From an optimization exercise on the open Yosys and OpenROAD flow, aimed at small area; shortcuts taken in it are not production practice. Function was checked by simulation only, so behaviour that the tests miss may differ from the original. The clock port is modelled as an ideal driver, which makes a skipped or thinned clock tree look cheaper than it is; a real chip needs a root buffer or a tree. Power and IR drop assume default switching activity.

## topmodule
module topmodule(input clk_in,
    input rst,
    input clr,
    input ent,
    input chg,
    output [4:0] led,
    output [3:0] AN,
    input [3:0] sw,
    output [6:0] seven_out
    );
make LEC_CHECK=0 ABC_AREA=1 CAP_MARGIN=20 CORE_MARGIN=2 CORE_UTILIZATION=40 CTS_BUF_LIST=sky130_fd_sc_hd__clkbuf_4 SLEW_MARGIN=20 finish   # period 10.0 ns
run.sh (not shown) runs the stock make flow with config.mk's settings and CLKGATE_MAP_FILE= SYNTH_SCRIPT=/design/flow/synth_recipe.tcl, a recipe that flattens the netlist after the stock synthesis.
Edit:
--- a/flow/config.mk
+++ b/flow/config.mk
@@ -11,3 +11,5 @@
 export CORE_UTILIZATION = 40
-export CTS_BUF_LIST = sky130_fd_sc_hd__clkbuf_4
+export CTS_BUF_LIST = sky130_fd_sc_hd__clkbuf_8
+export CTS_CLUSTER_DIAMETER = 200
+export CTS_CLUSTER_SIZE = 60
 export SLEW_MARGIN = 20
First-iteration DRC count rose by 20%.
Sequential share of layout area fell by 0.80 points.
Cell area rose by 2.1%.
Fmax rose by 2.5%.
Utilization rose by 0.99 points.
Critical path depth stays the same.
Setup slack improves by 100 ps.
Sequential power barely changes.
Non-clock buffer count stays the same.
Flip-flop and latch count is unchanged.
Routed wire length fell by 1.5%.
Edit:
--- a/flow/config.mk
+++ b/flow/config.mk
@@ -7,3 +7,2 @@
 export LEC_CHECK = 0
-export ABC_AREA = 1
 export CAP_MARGIN = 20
@@ -11,5 +10,2 @@
 export CORE_UTILIZATION = 40
-export CTS_BUF_LIST = sky130_fd_sc_hd__clkbuf_8
-export CTS_CLUSTER_DIAMETER = 200
-export CTS_CLUSTER_SIZE = 60
 export SLEW_MARGIN = 20
=>
- The changed run produced a clean layout
- final cell count came out lower by 11%
- global-route usage goes up by 0.34 points
- wire length climbs by 5.1%
- flip-flop and latch count is unchanged
- non-clock buffer count is lower by 1
- combinational power barely changes
- utilization fell by 2.2 points
- total power came out higher by 2.1%

---

## run A
The RTL this note starts from:
==> flow/design.v <==
module topmodule(input clk_in,
    input rst,
    input clr,
    input ent,
    input chg,
    output [4:0] led,
    output [3:0] AN,
    input [3:0] sw,
    output [6:0] seven_out
    );
    reg [1:0] nd;    
    reg [1:0] m3;    
    reg       odd;   
    reg [2:0] m5;    
    always @(posedge clk_in or posedge rst)
        if (rst) begin
            m3 <= 2'b00;
            odd <= 1'b0;
            m5 <= 3'b000;
        end else begin
            m3 <= {m3[0], ~(m3[1] | m3[0])};
            odd <= ~odd;
            m5 <= {m5[1:0], ~(m5[2] | m5[1])};
        end
    wire dtick = m3[1] & ~odd;                             
    wire btick = odd & (nd[0] ~^ m3[1]) & m5[2] & ~m5[1];  
    reg [2:0] e_s, c_s, g_s;
    reg e_p, c_p, g_p;
    always @(posedge clk_in or posedge rst)
        if (rst) begin
            e_s <= 3'b000; c_s <= 3'b000; g_s <= 3'b000;
            e_p <= 1'b0; c_p <= 1'b0; g_p <= 1'b0;
        end else if (btick) begin
            e_s <= {e_s[1:0], ent};
            c_s <= {c_s[1:0], clr};
            g_s <= {g_s[1:0], chg};
            e_p <= e_s[1] & ~e_s[2];
            c_p <= c_s[1] & ~c_s[2];
            g_p <= g_s[1] & ~g_s[2];
        end
    reg [3:0] ls;
    reg [1:0] ev;
    localparam [1:0] EV_SAME = 2'b00, EV_NEXT = 2'b01, EV_FIRST = 2'b11, EV_SPEC = 2'b10;
    reg [3:0] sws;        
    reg [15:0] pw;        
    reg match;            
    reg locked;
    wire l_dig = ~ls[3];
    wire l_idle = ls[3] & ls[0];
    wire l_unl = ls[3] & ~ls[1];
    wire s_chk  = l_dig & ~ls[2] & (ls[1:0] == 2'b11) & (ev == EV_NEXT);
    wire s_rest = (l_dig & ~ls[2] & (ls[1:0] == 2'b11) & (ev == EV_SPEC))
                | (l_dig & ls[2] & (ls[1:0] == 2'b11) & (ev == EV_NEXT))
                | (ls[3] & ~ls[0] & (ev == EV_SAME));
    wire s_idle = l_idle & (ev == EV_SAME);
    wire s_dig  = ~s_chk & ~s_rest & ~s_idle;
    wire s_new  = l_dig ? ls[2] : (ev == EV_SPEC);
    wire [1:0] s_idx = (ev == EV_NEXT) ? ls[1:0] + 2'd1 : (ev == EV_FIRST | ev == EV_SPEC | ~l_dig) ? 2'd00 : ls[1:0];
    always @(posedge clk_in or posedge rst)
        if (rst) begin
            ls <= 4'b1111;
            ev <= 2'b00;
        end else if (btick) begin
            if (s_chk)
                ev <= EV_SPEC;
            else begin
                ls <= s_dig ? {2'b00, s_new, s_idx} : s_rest ? {2'b10, locked | l_dig & ls[2], 1'b0} : 4'b1111;
                if (s_dig)
                    ev <= e_p ? EV_NEXT : c_p ? EV_FIRST : EV_SAME;
                else if (s_idle)
                    ev <= (e_p | c_p) ? EV_FIRST : EV_SAME;
                else
                    ev <= e_p ? EV_FIRST : (g_p & ~locked) ? EV_SPEC : EV_SAME;
            end
        end
    always @(posedge clk_in)
        if (btick) begin
            if (!s_chk) sws <= sw;
            if (s_idle | (s_rest & l_dig & ls[2])) locked <= 1'b1;
            if (s_chk) locked <= match ^ locked;
        end
    assign led[4] = 1'b0;
    assign led[3:0] = ls + 4'd1;
    reg [4:0] ch;       
    wire [1:0] pos = ~ls[1:0];           
    wire above = nd > pos;
    wire at    = nd == pos;
    reg [3:0] pwj;
    always @(*)
        case (nd)
            2'd0: pwj = pw[3:0];
            2'd1: pwj = pw[7:4];
            2'd2: pwj = pw[11:8];
            default: pwj = pw[15:12];
        endcase
    reg [4:0] cc;
    always @(*) begin
        if (!ls[3]) begin
            if (at) cc = {1'b0, sws};
            else if (ls[2] & above) cc = {1'b0, pwj};
            else if (above) cc = 5'b10001;       
            else cc = 5'h0A;                      
        end else if (l_unl) begin                  
            case (nd)
                2'd3: cc = 5'h00;
                2'd2: cc = 5'b10000;
                2'd1: cc = 5'h0E;
                default: cc = 5'h0C;
            endcase
        end else begin                            
            case (nd)
                2'd3: cc = 5'h0F;
                2'd2: cc = 5'h0D;
                2'd1: cc = 5'h05;
                default: cc = 5'h0D;
            endcase
        end
    end
    wire entered = ~ls[3] & (ev == EV_NEXT);
    always @(posedge clk_in)
        if (entered & ~ls[2] & at) match <= (match | ls[1:0] == 2'd0) & (sws == pwj);
    wire [3:0] pwd = sws & {4{~l_idle}};
    wire pw_we = l_idle | (entered & ls[2] & at);
    always @(posedge clk_in)
        if (pw_we)
            case (nd)
                2'd0: pw[3:0] <= pwd;
                2'd1: pw[7:4] <= pwd;
                2'd2: pw[11:8] <= pwd;
                default: pw[15:12] <= pwd;
            endcase
    always @(posedge clk_in or posedge rst)
        if (rst) begin
            nd <= 2'd0;
            ch <= 5'h00;
        end else if (dtick) begin
            nd <= nd + 2'd1;
            ch <= cc;
        end
    wire first = l_idle & ~ch[0];
    assign AN[0] = ~(nd == 2'd1 | (nd == 2'd0 & first));
    assign AN[1] = ~(nd == 2'd2);
    assign AN[2] = ~(nd == 2'd3);
    assign AN[3] = ~(~first & nd == 2'd0);
    reg [6:0] seg;
    always @(*)
        if (ch[4])
            seg = ~ch[0] ? 7'b0011000 : 7'b1111110;
        else
            case (ch[3:0])
                4'h0: seg = 7'b0000001;
                4'h1: seg = 7'b1001111;
                4'h2: seg = 7'b0010010;
                4'h3: seg = 7'b0000110;
                4'h4: seg = 7'b1001100;
                4'h5: seg = 7'b0100100;
                4'h6: seg = 7'b0100000;
                4'h7: seg = 7'b0001111;
                4'h8: seg = 7'b0000000;
                4'h9: seg = 7'b0000100;
                4'hA: seg = 7'b0001000;
                4'hB: seg = 7'b1100000;
                4'hC: seg = 7'b0110001;
                4'hD: seg = 7'b1000010;
                4'hE: seg = 7'b0110000;
                default: seg = 7'b0111000;
            endcase
    assign seven_out = seg;
endmodule
clock: 10.0 ns
lec_check: 0
abc_area: 1
cap_margin: 0
core_margin: 2
core_utilization: 40
gpl_timing_driven: 0
slew_margin: 0
standard.sh (not shown) runs the stock make flow with config.mk's settings and CLKGATE_MAP_FILE= SYNTH_SCRIPT=/design/flow/synth_recipe.tcl, a recipe that flattens the netlist after the stock synthesis.
==> flow/flow/run.sh <==
#!/bin/bash
# Layout flow: the standard synthesis; then the combinational logic is
# mapped again for area with several ABC scripts (flip-flops kept exactly as
# synthesized) and the smallest result is kept; then the standard layout
# with the smallest buffer on the ports and a clock tree without dummy loads
# and with a small root buffer.
set -euo pipefail
W=$(pwd)
F=$W/flow
LIB=$FLOW_HOME/platforms/sky130hd/lib/sky130_fd_sc_hd__tt_025C_1v80.lib
R=$W/orfs/results/sky130hd/topmodule/base

bash standard.sh synth > $W/synth.log 2>&1
cp $R/1_2_yosys.v $W/std_synth.v

DU=$(grep -oE 'cell \("?sky130_fd_sc_hd__(lpflow|probe)[A-Za-z0-9_]*' $LIB | sed -E 's/cell \("?//' | tr '\n' ' ')
# candidate ABC scripts: deepsyn with a fixed number of steps and several
# seeds (deterministic), and a plain one
mkdir -p $W/abc
for i in $(seq 1 16); do
    printf 'strash\n&get -n\n&deepsyn -J 1000 -T 300 -S %d\n&put\ndch -f\namap\ntopo\n' $i > $W/abc/s$i.abc
    printf 'strash\n&get -n\n&deepsyn -J 300 -T 100 -S %d\n&put\ndch -f\namap\ntopo\n' $i > $W/abc/s$((i + 16)).abc
done
printf 'strash\ndch -f\namap\ntopo\n' > $W/abc/s0.abc
for s in $W/abc/s*.abc; do
    n=$(basename $s .abc)
    RS_IN=$W/std_synth.v RS_OUT=$W/resynth_$n.v RS_LIB=$LIB RS_SCRIPT=$s RS_DONTUSE="$DU" \
        yosys -c $F/resynth.tcl > $W/resynth_$n.log 2>&1 &
    [[ $(jobs -r | wc -l) -ge ${NUM_CORES:-4} ]] && wait -n
done
wait
best=""; barea=""
for s in $W/abc/s*.abc; do
    n=$(basename $s .abc)
    a=$(grep "Chip area for top module" $W/resynth_$n.log | awk '{print $NF}')
    echo "$n $a" >> $W/resynth_areas.txt
    if [[ -z "$barea" ]] || awk "BEGIN{exit !($a < $barea)}"; then best=$n; barea=$a; fi
done
echo "best $best $barea" >> $W/resynth_areas.txt
cp $W/resynth_$best.v $R/1_2_yosys.v
for f in $W/resynth_s*.v; do [[ $f == $W/resynth_$best.v ]] || rm -f $f; done
touch $R/1_2_yosys.v

export BUFFER_PORTS_ARGS="-buffer_cell sky130_fd_sc_hd__buf_1"
export CTS_ARGS="$(cat $F/cts_args)"
export POST_CTS_TCL=$F/post_cts.tcl
bash standard.sh finish > $W/layout.log 2>&1
==> flow/flow/post_cts.tcl <==
# The clock root buffer only drives the few leaf buffers of the tree: use a
# small one.
set root [[ord::get_db_block] findInst clkbuf_0_clk_in]
if { $root != "NULL" } {
  replace_cell clkbuf_0_clk_in sky130_fd_sc_hd__clkbuf_2
  puts "post_cts: clock root buffer is now sky130_fd_sc_hd__clkbuf_2"
}
Other scripts of this flow, unchanged in this note and not shown: flow/flow/cts_args, flow/flow/resynth.tcl
What run B does differently from run A at the input level:
-- flow/flow/run.sh --
<<< run A, line 6
# and with a small root buffer.
>>> run B, line 6
# and without its root buffer.
<<< run A, line 20
for i in $(seq 1 16); do
    printf 'strash\n&get -n\n&deepsyn -J 1000 -T 300 -S %d\n&put\ndch -f\namap\ntopo\n' $i > $W/abc/s$i.abc
    printf 'strash\n&get -n\n&deepsyn -J 300 -T 100 -S %d\n&put\ndch -f\namap\ntopo\n' $i > $W/abc/s$((i + 16)).abc
>>> run B, line 20
for i in $(seq 1 32); do
    printf 'strash\n&get -n\n&deepsyn -J 300 -T 100 -S %d\n&put\ndch -f\namap\ntopo\n' $i > $W/abc/s$i.abc
==> flow/flow/post_cts.tcl <==
set block [ord::get_db_block]
set root [$block findInst clkbuf_0_clk_in]
if { $root != "NULL" } {
  set in_net [[$root findITerm A] getNet]
  set out_net [[$root findITerm X] getNet]
  set loads {}
  foreach it [$out_net getITerms] {
    if { [$it getInst] != $root } { lappend loads $it }
  }
  if { [llength $loads] <= 4 && [llength [$out_net getBTerms]] == 0 } {
    foreach it $loads {
      $it disconnect
      $it connect $in_net
    }
    [$root findITerm A] disconnect
    [$root findITerm X] disconnect
    odb::dbInst_destroy $root
    odb::dbNet_destroy $out_net
    puts "post_cts: clock root buffer removed, clk_in drives [llength $loads] leaf buffers"
  } else {
    replace_cell clkbuf_0_clk_in sky130_fd_sc_hd__clkbuf_2
    puts "post_cts: clock root buffer is now sky130_fd_sc_hd__clkbuf_2"
  }
}
[summary]
- Re final layout net count: run B is 1 down on run A.
- Per the comparison of run B with run A, utilization has remained practically unchanged; worst path setup slack after routing went up 0.23 ns; power now sits lower; register share of total power increased by 2.6 points relative to the old numbers; proportion of cell area spent on the clock network -0.19 points.
- Run B vs. run A: signed area change from the synthesized netlist to the final layout went down by 0.21 points.
[inputs] run C vs run B
-- flow/flow/run.sh --
<<< run B, line 20
for i in $(seq 1 32); do
>>> run C, line 20
for i in $(seq 1 64); do
--- outcome ---
Between run C and run B, the mapped cell area figures differ only marginally. Run C: synthesized cell count 7 below run B. The run showing the smaller routed wire length is run C.

==> static timing again, ports no longer ideal <==
The flow's constraints put no driver on any port. The routed layouts listed below were extracted and timed again, unchanged, in two steps. Step 1, drivers: a clkbuf_16 drives clk_in and a buf_2 each remaining input, both assumed. Step 2 times the ports against the registers' clock, not the clock port: input delays grow and output delays shrink by t, the midpoint of the rising clock arrivals with the driver on. Three values: no drivers, after step 1, after step 2; two values: the first two.
| run | t, ns | slack for setup (ns) | slew at the worst register clock pin (ns) |
|---|---|---|---|
| the first run of note 1 | 0.433 | 5.716 / 5.686 / 6.119 | 0.10 / 0.10 |
| the second run of note 1 | 0.364 | 5.819 / 5.788 / 6.153 | 0.07 / 0.07 |
| the third run of note 1 | 0.354 | 5.440 / 5.412 / 5.766 | 0.07 / 0.07 |
| run A | 0.409 | 6.092 / 6.067 / 6.477 | 0.09 / 0.09 |
| run B | 0.201 | 6.326 / 6.271 / 6.471 | 0.09 / 0.09 |
| run C | 0.193 | 5.895 / 5.841 / 6.033 | 0.09 / 0.09 |
After both steps every run listed still meets setup and hold.
